Background: an optimization exercise with open tools, aiming at small area. Do not read the settings as production practice.
In this exercise RTL edits were held to simulation tests only and were not proved equivalent to the original.
Power figures rest on the tool's default switching activity, not on a simulated workload.

// cic32
module cic32
    (
        input i_clk_high,
        input i_reset,
        input [7:0] i_signal,
        output reg o_clk_low,
        output [9:0] o_signal
    );
Settings: LEC_CHECK=0, CAP_MARGIN=20, CORE_MARGIN=2, CORE_UTILIZATION=40, CTS_BUF_LIST=sky130_fd_sc_hd__clkbuf_4 sky130_fd_sc_hd__clkbuf_8, SETUP_SLACK_MARGIN=0.05, SLEW_MARGIN=20; clock period 2.6 ns.
run.sh (not shown) runs the stock make flow with config.mk's settings and CLKGATE_MAP_FILE= SYNTH_SCRIPT=/design/flow/synth_recipe.tcl, a recipe that flattens the netlist after the stock synthesis.
Rerun with:
==> flow/flow/run.sh (new file) <==
#!/bin/bash
export CTS_ARGS="-sink_clustering_enable -repair_clock_nets -dont_use_dummy_load -sink_clustering_size 30 -sink_clustering_max_diameter 100 -buf_list {sky130_fd_sc_hd__clkbuf_16}"
bash standard.sh > standard.log 2>&1
==> flow/standard.sh (new file) <==
#!/bin/bash
# synth_recipe.tcl (not shown) runs the flow's synth.tcl, then flattens the netlist and writes it again
# the make line also repeats each setting of config.mk as NAME=value (left out here)
make -C /OpenROAD-flow-scripts/flow DESIGN_CONFIG=/design/flow/config.mk WORK_HOME=/design/flow/orfs CLKGATE_MAP_FILE= SYNTH_SCRIPT=/design/flow/synth_recipe.tcl "${@:-finish}"
removed: flow/run.sh
Setup slack barely changes.
First-iteration DRC count goes down by a quarter to a third.
Sequential power hardly moves.

========
cic32, a different RTL version from the one above (not shown whole).
For scale: ~21 I/O pins, about 0.0071 mm2 of cells after synthesis.
clock: 2.6 ns
lec_check: 0
cap_margin: 20
core_margin: 2
core_utilization: 40
setup_slack_margin: 0.0
slew_margin: 20
standard.sh (not shown) runs the stock make flow with config.mk's settings and CLKGATE_MAP_FILE= SYNTH_SCRIPT=/design/flow/synth_recipe.tcl, a recipe that flattens the netlist after the stock synthesis.
==> flow/flow/run.sh <==
#!/bin/bash
# The standard layout with three changes:
#  - after the standard synthesis, full adders that Yosys mapped with all
#    inputs and outputs inverted are flipped (fa is self-dual) so the inverters
#    cancel (flow/fa_polarity.py; registers are not touched);
#  - CTS adds no dummy loads and clusters up to 18 sinks per leaf buffer;
#  - ports are buffered with buf_1 instead of delay cells.
set -euo pipefail
export CTS_ARGS="-sink_clustering_enable -repair_clock_nets -dont_use_dummy_load -sink_clustering_size 18 -sink_clustering_max_diameter 60 -buf_list {sky130_fd_sc_hd__clkbuf_8}"
export BUFFER_PORTS_ARGS="-buffer_cell sky130_fd_sc_hd__buf_1"
bash standard.sh synth > synth.log 2>&1
R=orfs/results/sky130hd/cic32/base
cp $R/1_2_yosys.v standard_synth.v
python3 flow/fa_polarity.py standard_synth.v $R/1_2_yosys.v > fa_polarity.log 2>&1
rm -f $R/1_synth.odb $R/1_synth.sdc
bash standard.sh > layout.log 2>&1
Other scripts of this flow, unchanged in this note and not shown: flow/flow/fa_polarity.py
Next try:
--- a/flow/flow/run.sh
+++ b/flow/flow/run.sh
@@ -4,8 +4,8 @@
 #    inputs and outputs inverted are flipped (fa is self-dual) so the inverters
 #    cancel (flow/fa_polarity.py; registers are not touched);
-#  - CTS adds no dummy loads and clusters up to 18 sinks per leaf buffer;
+#  - CTS adds no dummy loads and clusters up to 20 sinks per leaf buffer;
 #  - ports are buffered with buf_1 instead of delay cells.
 set -euo pipefail
-export CTS_ARGS="-sink_clustering_enable -repair_clock_nets -dont_use_dummy_load -sink_clustering_size 18 -sink_clustering_max_diameter 60 -buf_list {sky130_fd_sc_hd__clkbuf_8}"
+export CTS_ARGS="-sink_clustering_enable -repair_clock_nets -dont_use_dummy_load -sink_clustering_size 20 -sink_clustering_max_diameter 80 -buf_list {sky130_fd_sc_hd__clkbuf_8}"
 export BUFFER_PORTS_ARGS="-buffer_cell sky130_fd_sc_hd__buf_1"
 bash standard.sh synth > synth.log 2>&1
What happened: The changed run finished with timing, DRC and antenna clean. Sequential cell count stays the same. Power goes down by 1.2%. Setup slack loses 21 ps. Routed wire length is lower by 0.40%.

what the ideal ports hide:
In the flow no input, the clock included, has a driving cell. The finished layouts below were timed again as built, in two steps.
Step 1 sets driving cells, clkbuf_16 on the clock port and buf_2 on the other inputs (assumed; they add their load-dependent delay and slew).
Step 2, shift: input delay + t, output delay - t, t = (earliest + latest rising clock arrival at the registers) / 2. This alone moves slack from input paths to output paths.
Three values: no drivers, after step 1, after step 2; two values: the first two.
run	t (ns)	setup WS [ns]	worst setup path at the end	clock arrival spread, ns	worst data-port slew with drivers (ns)
the first run of note 1	0.547	0.169 / 0.132 / 0.146	input to register	0.026 / 0.026	0.03
the second run of note 1	0.481	0.172 / 0.165 / 0.172	register to register	0.074 / 0.074	0.03
the first run of note 2	0.504	0.065 / 0.065 / 0.065	register to register	0.036 / 0.036	0.03
the second run of note 2	0.516	0.044 / 0.044 / 0.044	register to register	0.019 / 0.019	0.03
After both steps setup and hold are still met in every run listed. For the first run of note 1, which loses most, drivers alone change the setup slack by -0.037 ns; drivers and shift together by -0.023 ns.
